Context: an optimization exercise on an open-source flow, tuned for small area and a short achievable clock period. The choices shown serve that exercise and are no tape-out recipe. No functional check of the RTL was part of this run. Power figures rest on the tool's default switching activity, not on a simulated workload.

## design.v

```verilog
module fadd_align(a, b, x, y, cin, emax, sa, snov);
input [31:0] a, b;
output [23:0] x, y;
output cin;
output [7:0] emax;
output sa;
output snov;
wire [7:0] ea = a[30:23];
wire [7:0] eb = b[30:23];
wire [7:0] g0 = eb & ~ea;
wire [7:0] e0 = ~(ea ^ eb);
wire [3:0] g1, e1;
wire [1:0] g2, e2;
genvar i;
generate for (i = 0; i < 4; i = i + 1) begin : c1
  assign g1[i] = g0[2*i+1] | (e0[2*i+1] & g0[2*i]);
  assign e1[i] = e0[2*i+1] & e0[2*i];
end endgenerate
generate for (i = 0; i < 2; i = i + 1) begin : c2
  assign g2[i] = g1[2*i+1] | (e1[2*i+1] & g1[2*i]);
  assign e2[i] = e1[2*i+1] & e1[2*i];
end endgenerate
wire b_gt = g2[1] | (e2[1] & g2[0]);
wire eq = e2[1] & e2[0];
wire [7:0] dab = ea - eb;
wire [7:0] dba = eb - ea;
wire [7:0] d = b_gt ? dba : dab;
wire [22:0] fl = b_gt ? b[22:0] : a[22:0];
wire [22:0] fs = b_gt ? a[22:0] : b[22:0];
wire sl = b_gt ? b[31] : a[31];
wire ss = b_gt ? a[31] : b[31];
assign emax = b_gt ? eb : ea;
wire big = |d[7:5];
wire [23:0] m0 = {1'b1, fs};
wire [23:0] t0 = d[0] ? {1'd0, m0[23:1]} : m0;
wire [23:0] t1 = d[1] ? {2'd0, t0[23:2]} : t0;
wire [23:0] t2 = d[2] ? {4'd0, t1[23:4]} : t1;
wire [23:0] t3 = d[3] ? {8'd0, t2[23:8]} : t2;
wire [23:0] t4 = d[4] ? {16'd0, t3[23:16]} : t3;
wire [23:0] S = big ? 24'd0 : t4;
wire szero = (d >= 8'd24);
assign cin = ss;
wire [22:0] orp;   
assign orp[0] = fl[0];
generate for (i = 1; i < 23; i = i + 1) begin : po
  assign orp[i] = orp[i-1] | fl[i];
end endgenerate
assign x[0] = fl[0];
assign x[22:1] = fl[22:1] ^ ({22{sl}} & orp[21:0]);
assign x[23] = ~(sl & orp[22]);
assign y = S ^ {24{ss}};
assign snov = eq ? (a[31] ^ b[31]) : sl;
assign sa = (szero & ss) ? snov : a[31];
endmodule
module fadd_sum(x, y, cin, emax, sa, snov, z);
input [23:0] x, y; input cin; input [7:0] emax; input sa, snov; output [31:0] z;
wire [24:0] g0, p0;
assign g0 = {x & y, cin};
assign p0 = {x ^ y, 1'b0};
wire gg0 = g0[1] | (p0[1] & g0[0]);
wire gg1 = g0[2] | (p0[2] & g0[1]);
wire pp1 = p0[2] & p0[1];
wire gg2 = g0[3] | (p0[3] & g0[2]);
wire pp2 = p0[3] & p0[2];
wire gg3 = g0[4] | (p0[4] & g0[3]);
wire pp3 = p0[4] & p0[3];
wire gg4 = g0[5] | (p0[5] & g0[4]);
wire pp4 = p0[5] & p0[4];
wire gg5 = g0[6] | (p0[6] & g0[5]);
wire pp5 = p0[6] & p0[5];
wire gg6 = g0[7] | (p0[7] & g0[6]);
wire pp6 = p0[7] & p0[6];
wire gg7 = g0[8] | (p0[8] & g0[7]);
wire pp7 = p0[8] & p0[7];
wire gg8 = g0[9] | (p0[9] & g0[8]);
wire pp8 = p0[9] & p0[8];
wire gg9 = g0[10] | (p0[10] & g0[9]);
wire pp9 = p0[10] & p0[9];
wire gg10 = g0[11] | (p0[11] & g0[10]);
wire pp10 = p0[11] & p0[10];
wire gg11 = g0[12] | (p0[12] & g0[11]);
wire pp11 = p0[12] & p0[11];
wire gg12 = g0[13] | (p0[13] & g0[12]);
wire pp12 = p0[13] & p0[12];
wire gg13 = g0[14] | (p0[14] & g0[13]);
wire pp13 = p0[14] & p0[13];
wire gg14 = g0[15] | (p0[15] & g0[14]);
wire pp14 = p0[15] & p0[14];
wire gg15 = g0[16] | (p0[16] & g0[15]);
wire pp15 = p0[16] & p0[15];
wire gg16 = g0[17] | (p0[17] & g0[16]);
wire pp16 = p0[17] & p0[16];
wire gg17 = g0[18] | (p0[18] & g0[17]);
wire pp17 = p0[18] & p0[17];
wire gg18 = g0[19] | (p0[19] & g0[18]);
wire pp18 = p0[19] & p0[18];
wire gg19 = g0[20] | (p0[20] & g0[19]);
wire pp19 = p0[20] & p0[19];
wire gg20 = g0[21] | (p0[21] & g0[20]);
wire pp20 = p0[21] & p0[20];
wire gg21 = g0[22] | (p0[22] & g0[21]);
wire pp21 = p0[22] & p0[21];
wire gg22 = g0[23] | (p0[23] & g0[22]);
wire pp22 = p0[23] & p0[22];
wire gg23 = g0[24] | (p0[24] & g0[23]);
wire pp23 = p0[24] & p0[23];
wire gg24 = gg1 | (pp1 & g0[0]);
wire gg25 = gg2 | (pp2 & gg0);
wire gg26 = gg3 | (pp3 & gg1);
wire pp26 = pp3 & pp1;
wire gg27 = gg4 | (pp4 & gg2);
wire pp27 = pp4 & pp2;
wire gg28 = gg5 | (pp5 & gg3);
wire pp28 = pp5 & pp3;
wire gg29 = gg6 | (pp6 & gg4);
wire pp29 = pp6 & pp4;
wire gg30 = gg7 | (pp7 & gg5);
wire pp30 = pp7 & pp5;
wire gg31 = gg8 | (pp8 & gg6);
wire pp31 = pp8 & pp6;
wire gg32 = gg9 | (pp9 & gg7);
wire pp32 = pp9 & pp7;
wire gg33 = gg10 | (pp10 & gg8);
wire pp33 = pp10 & pp8;
wire gg34 = gg11 | (pp11 & gg9);
wire pp34 = pp11 & pp9;
wire gg35 = gg12 | (pp12 & gg10);
wire pp35 = pp12 & pp10;
wire gg36 = gg13 | (pp13 & gg11);
wire pp36 = pp13 & pp11;
wire gg37 = gg14 | (pp14 & gg12);
wire pp37 = pp14 & pp12;
wire gg38 = gg15 | (pp15 & gg13);
wire pp38 = pp15 & pp13;
wire gg39 = gg16 | (pp16 & gg14);
wire pp39 = pp16 & pp14;
wire gg40 = gg17 | (pp17 & gg15);
wire pp40 = pp17 & pp15;
wire gg41 = gg18 | (pp18 & gg16);
wire pp41 = pp18 & pp16;
wire gg42 = gg19 | (pp19 & gg17);
wire pp42 = pp19 & pp17;
wire gg43 = gg20 | (pp20 & gg18);
wire pp43 = pp20 & pp18;
wire gg44 = gg21 | (pp21 & gg19);
wire pp44 = pp21 & pp19;
wire gg45 = gg22 | (pp22 & gg20);
wire pp45 = pp22 & pp20;
wire gg46 = gg23 | (pp23 & gg21);
wire pp46 = pp23 & pp21;
wire gg47 = gg26 | (pp26 & g0[0]);
wire gg48 = gg27 | (pp27 & gg0);
wire gg49 = gg28 | (pp28 & gg24);
wire gg50 = gg29 | (pp29 & gg25);
wire gg51 = gg30 | (pp30 & gg26);
wire pp51 = pp30 & pp26;
wire gg52 = gg31 | (pp31 & gg27);
wire pp52 = pp31 & pp27;
wire gg53 = gg32 | (pp32 & gg28);
wire pp53 = pp32 & pp28;
wire gg54 = gg33 | (pp33 & gg29);
wire pp54 = pp33 & pp29;
wire gg55 = gg34 | (pp34 & gg30);
wire pp55 = pp34 & pp30;
wire gg56 = gg35 | (pp35 & gg31);
wire pp56 = pp35 & pp31;
wire gg57 = gg36 | (pp36 & gg32);
wire pp57 = pp36 & pp32;
wire gg58 = gg37 | (pp37 & gg33);
wire pp58 = pp37 & pp33;
wire gg59 = gg38 | (pp38 & gg34);
wire pp59 = pp38 & pp34;
wire gg60 = gg39 | (pp39 & gg35);
wire pp60 = pp39 & pp35;
wire gg61 = gg40 | (pp40 & gg36);
wire pp61 = pp40 & pp36;
wire gg62 = gg41 | (pp41 & gg37);
wire pp62 = pp41 & pp37;
wire gg63 = gg42 | (pp42 & gg38);
wire pp63 = pp42 & pp38;
wire gg64 = gg43 | (pp43 & gg39);
wire pp64 = pp43 & pp39;
wire gg65 = gg44 | (pp44 & gg40);
wire pp65 = pp44 & pp40;
wire gg66 = gg45 | (pp45 & gg41);
wire pp66 = pp45 & pp41;
wire gg67 = gg46 | (pp46 & gg42);
wire pp67 = pp46 & pp42;
wire gg68 = gg51 | (pp51 & g0[0]);
wire gg69 = gg52 | (pp52 & gg0);
wire gg70 = gg53 | (pp53 & gg24);
wire gg71 = gg54 | (pp54 & gg25);
wire gg72 = gg55 | (pp55 & gg47);
wire gg73 = gg56 | (pp56 & gg48);
wire gg74 = gg57 | (pp57 & gg49);
wire gg75 = gg58 | (pp58 & gg50);
wire gg76 = gg59 | (pp59 & gg51);
wire pp76 = pp59 & pp51;
wire gg77 = gg60 | (pp60 & gg52);
wire pp77 = pp60 & pp52;
wire gg78 = gg61 | (pp61 & gg53);
wire pp78 = pp61 & pp53;
wire gg79 = gg62 | (pp62 & gg54);
wire pp79 = pp62 & pp54;
wire gg80 = gg63 | (pp63 & gg55);
wire pp80 = pp63 & pp55;
wire gg81 = gg64 | (pp64 & gg56);
wire pp81 = pp64 & pp56;
wire gg82 = gg65 | (pp65 & gg57);
wire pp82 = pp65 & pp57;
wire gg83 = gg66 | (pp66 & gg58);
wire pp83 = pp66 & pp58;
wire gg84 = gg67 | (pp67 & gg59);
wire pp84 = pp67 & pp59;
wire gg85 = gg76 | (pp76 & g0[0]);
wire gg86 = gg77 | (pp77 & gg0);
wire gg87 = gg78 | (pp78 & gg24);
wire gg88 = gg79 | (pp79 & gg25);
wire gg89 = gg80 | (pp80 & gg47);
wire gg90 = gg81 | (pp81 & gg48);
wire gg91 = gg82 | (pp82 & gg49);
wire gg92 = gg83 | (pp83 & gg50);
wire gg93 = gg84 | (pp84 & gg68);
wire [22:0] s;
assign s[0] = p0[1] ^ g0[0];
assign s[1] = p0[2] ^ gg0;
assign s[2] = p0[3] ^ gg24;
assign s[3] = p0[4] ^ gg25;
assign s[4] = p0[5] ^ gg47;
assign s[5] = p0[6] ^ gg48;
assign s[6] = p0[7] ^ gg49;
assign s[7] = p0[8] ^ gg50;
assign s[8] = p0[9] ^ gg68;
assign s[9] = p0[10] ^ gg69;
assign s[10] = p0[11] ^ gg70;
assign s[11] = p0[12] ^ gg71;
assign s[12] = p0[13] ^ gg72;
assign s[13] = p0[14] ^ gg73;
assign s[14] = p0[15] ^ gg74;
assign s[15] = p0[16] ^ gg75;
assign s[16] = p0[17] ^ gg85;
assign s[17] = p0[18] ^ gg86;
assign s[18] = p0[19] ^ gg87;
assign s[19] = p0[20] ^ gg88;
assign s[20] = p0[21] ^ gg89;
assign s[21] = p0[22] ^ gg90;
assign s[22] = p0[23] ^ gg91;
wire s24 = gg93;
assign z = {s24 ? sa : snov, emax, s};
endmodule
module float_adder(a, b, z);
input [31:0] a, b;
output [31:0] z;
wire [23:0] x, y;
wire cin, sa, snov;
wire [7:0] emax;
fadd_align u_align(.a(a), .b(b), .x(x), .y(y), .cin(cin), .emax(emax), .sa(sa),
                   .snov(snov));
fadd_sum u_sum(.x(x), .y(y), .cin(cin), .emax(emax), .sa(sa), .snov(snov), .z(z));
endmodule
module fadd_top(clk, a, b, z);
input clk;
input [31:0] a, b;
output [31:0] z;
wire [23:0] x_d, y_d;
wire cin_d, sa_d, snov_d;
wire [7:0] emax_d;
reg [23:0] x_q, y_q;
reg cin_q, sa_q, snov_q;
reg [7:0] emax_q;
fadd_align u_align(.a(a), .b(b), .x(x_d), .y(y_d), .cin(cin_d), .emax(emax_d),
                   .sa(sa_d), .snov(snov_d));
always @(posedge clk) begin
  x_q <= x_d;
  y_q <= y_d;
  cin_q <= cin_d;
  emax_q <= emax_d;
  sa_q <= sa_d;
  snov_q <= snov_d;
end
fadd_sum u_sum(.x(x_q), .y(y_q), .cin(cin_q), .emax(emax_q), .sa(sa_q),
               .snov(snov_q), .z(z));
endmodule
```

## flow/run.sh

```bash
#!/bin/bash
# Standard ORFS layout (the standard.sh), with the I/O port buffers made
# from small buf_1 cells instead of the default clkdlybuf4s50_1 delay cells.
set -euo pipefail
export BUFFER_PORTS_ARGS="-buffer_cell sky130_fd_sc_hd__buf_1"
bash standard.sh > standard_flow.log 2>&1
```

## standard.sh

```bash
#!/bin/bash
# synth_recipe.tcl (not shown) runs the flow's synth.tcl, then flattens the netlist and writes it again
# the make line also repeats each setting of config.mk as NAME=value (left out here)
make -C /OpenROAD-flow-scripts/flow DESIGN_CONFIG=/design/flow/config.mk WORK_HOME=/design/flow/orfs CLKGATE_MAP_FILE= SYNTH_SCRIPT=/design/flow/synth_recipe.tcl "${@:-finish}"
```

## config.mk

```make
export PLATFORM = sky130hd
export DESIGN_NAME = fadd_top
export DESIGN_NICKNAME = fadd_top
export VERILOG_FILES = /design/flow/design.v
export SDC_FILE = /design/flow/constraint.sdc
export NUM_CORES = 4
export LEC_CHECK = 0
export CAP_MARGIN = 20
export CORE_MARGIN = 2
export CORE_UTILIZATION = 55
export SETUP_SLACK_MARGIN = 3.5
export SLEW_MARGIN = 20
```

## constraint.sdc

```tcl
create_clock -name core_clock -period 8.5 [get_ports {clk}]
set_input_delay 1.7000 -clock core_clock [delete_from_list [all_inputs] [get_ports {clk}]]
set_output_delay 1.7000 -clock core_clock [all_outputs]
set_load 0.01 [all_outputs]
```

==> run notes <==
Clock Path Buffers=2; Cell variety after synth=68; nets=890; Num Clock Sinks=59; fmax=205 MHz; Die Span X=109 um; Peak VDD IR=0.156 mV; Hold Crit Class=input pin to flip-flop; main combinational cell family by area after synthesis=multiplexers; vias per inst=5.88; GRT overflow=0; final WL=16.1 mm; ANT cells=0; vias in the first global route=5031; Worst-path clk slew=0.07 ns; final hold violations=0; final setup vio count=0; fraction of layout cells with a size suffix above 1=12.7%; Crit Path Class=flip-flop to primary output; Synth Net Count=799; CTS buffer count=9; starting DRC count in detailed routing=501; WL/cell=17.4 um; post-synth top area cell=dfxtp_1; CP max stage delay=0.37 ns; row cnt=38; post-synthesis cell area=0.00602 mm^2; PortBufs=96; Core Area=0.0107 mm^2; met2 global-route usage=46.6%; initial antenna violation count=0; total negative slack=0 ns; first-pass GRT wire length=24.9 mm; Most used DFF post-synth=dfxtp_1; slowest stage cell, crit path=mux2_2; post-synthesis simple-gate area fraction=16.7%; GRT met3 Usage=3.19%; leakage power=2.75 nW; DRC=0; post-synthesis mux area share=19.3%; clk root buf=clkbuf_8; final worst-path cycle share=57.4%; Layout area overhead=13.0%; sequential element share of the synthesized area=19.6%; Placed Instances=903; count of pins over their slew limit=0; gpl congestion=0.971; CP Capture Type=primary output; post-synthesis adder-cell area fraction=9.31%; status=no timing/DRC/antenna violations; compound-gate portion of the synthesized area=18.8%; Post-synth EDFFs=0; xor/xnor cell area share of the yosys netlist=10.5%; DIE AREA=0.0118 mm^2; total number of yosys warnings=1; worst endpoint required time=6.80 ns; Synth top area share=19.6%; non-filler cells in the finished layout=925; routed vias=5440; Synth area leaders=dfxtp_1 20%, mux2i_1 9.1%, ha_1 8.3%; synthesized instance count=691; largest net degree at the start of global routing=32; Critical Path Start Type=flip-flop; maxcap violations=0; Worst Max-Slew Pin Slew=0.897 ns; M1 GR Usage=35.1%; RSZ-0062 raised after global routing=yes; GR peak layer=met2; most common library cells after synthesis=69 x nand2_1, 59 x dfxtp_1, 56 x xnor2_1, 55 x mux2i_1, 42 x nor2_1; synthesized area per cell=8.71 um^2; Top delay family on crit path=compound AO/OA/AOI/OAI gates; Max FO, Critical Path=4; critical path, cell by cell=ha_1, a21o_1, a21oi_4, o21ai_0, a31oi_2, a2111o_1, a31oi_2, a211o_1, a21oi_2, mux2_2, buf_1; Worst slew margin=39.8%; Routed Antenna Nets=0; Die H=109 um; Buf/Inv on CP=1; initial core utilization=56.0%; boundary pin count=97; TritonCTS clock tree=yes; H-tree depth=3; Global Route Usage Sum=27.2%; Arr. time, crit path=3.18 ns; most used cell along the critical path=a31oi_2; most frequent cell after synthesis=nand2_1; post-synthesis async set-or-reset flop share=0%; WHS=1.57 ns; FF+latch count, synth=59; Final min period=4.88 ns; post-DP HPWL=12.6 mm; first drt pass iteration count=5; power per cell area=238 mW/mm^2
## routing by layer
metal	wire, um	vias up
met1	7180	2545
li1	-	2690
met5	0	-
met4	413	0
met3	711	29
met2	7790	176
## power breakdown
part,switching (W),total [W],internal (W)
Combinational,0.000583,0.000983,0.000400
Clock,0.000107,0.000285,0.000178
Sequential,0.0000189,0.000350,0.000331
## final cells by class
| class | count | area (um^2) |
|---|---|---|
| Multi-Input combinational cell | 566 | 4610 |
| Fill cell | 953 | 3940 |
| Sequential cell | 59 | 1180 |
| Timing Repair Buffer | 109 | 478 |
| Tap cell | 140 | 175 |
| Clock buffer | 12 | 155 |
| Inverter | 37 | 139 |
| Clock inverter | 2 | 60.1 |
## timing repair
| item | CTS | global route |
|---|---|---|
| endpoints found under the setup margin | 33 | 35 |
| cloned | 1 | 1 |
| gates resized for setup | 7 | 10 |
| hold buffers | 0 | 0 |
| buffers inserted | 0 | 6 |
| pin swaps | 1 | 5 |
## registers in the layout, indices dropped and copies added, names as in the netlist
| signal | flops |
|---|---|
| snov_q | 1 |
| x_q | 24 |
| y_q | 24 |
| emax_q | 8 |
| cin_q | 1 |
| sa_q | 1 |
## cells in the final DEF, fill, tap and decap left out, drive strengths merged, types with 5 or more instances in the layout
cell type,instances
clkbuf,12
mux2,6
a31oi,12
o211ai,9
xor2,16
nand3,18
a21oi,43
o21bai,5
and2,5
a21o,9
nand4,5
xnor2,56
mux4,22
inv,37
nor2,44
nand2,69
dfxtp,59
mux2i,57
ha,40
nand2b,7
nor2b,7
o21a,7
o21ai,44
nor3,31
buf,109
a211oi,9
## through the flow
step | setup WS [ns] | area [um^2] | power (W) | utilization [%]
after floorplan | 4.17 | 6020 | 0.00107 | -
after global placement | 2.97 | 6420 | 0.00127 | 59.8
after detailed placement | 2.86 | 6420 | 0.00129 | 59.8
after CTS | 3.51 | 6690 | 0.00159 | 62.2
after global routing | 3.41 | 6800 | 0.00173 | 63.3
final | 3.62 | 6800 | 0.00162 | 63.3
## kinds of logic (layout without fill, tap and decap cells)
| kind of cell | Yosys count | count (layout) |
|---|---|---|
| AOI/OAI and AO/OA | 165 | 166 |
| xor gates and xnor gates | 71 | 72 |
| adders and majority gates | 43 | 43 |
| buffers and inverters | 68 | 160 |
| DFF | 59 | 59 |
| muxes | 85 | 85 |
| and+or+nand+nor | 200 | 200 |
## path summary, 6_finish.rpt
path	start	endpoint	cells past startpoint
setup / recovery	y_q[0]$_DFF_P_	z[31]	11
hold / removal	b[30]	emax_q[7]$_DFF_P_	3

## separate check: timing with driven ports
How much do the figures lean on ideal ports? The routed layout below was timed once more, with nothing changed but the port constraints. Step 1 assumes that a clkbuf_16 drives the clock port and a buf_2 every other input. Step 2 times the ports against the registers' clock, not the clock port: input delays grow and output delays shrink by t, the midpoint of the rising clock arrivals with the driver on. Three values: ideal ports, drivers, drivers and shift; two values: the first two.
shift t [ns]: 0.384
slack for setup (ns): 3.622 / 3.583 / 3.328
clock arrival spread, ns: 0.015 / 0.015
slew at the worst register clock pin (ns): 0.07 / 0.07
After both steps this run still meets setup and hold. The setup slack of this run moves by -0.039 ns with the drivers and by -0.294 ns with both steps.
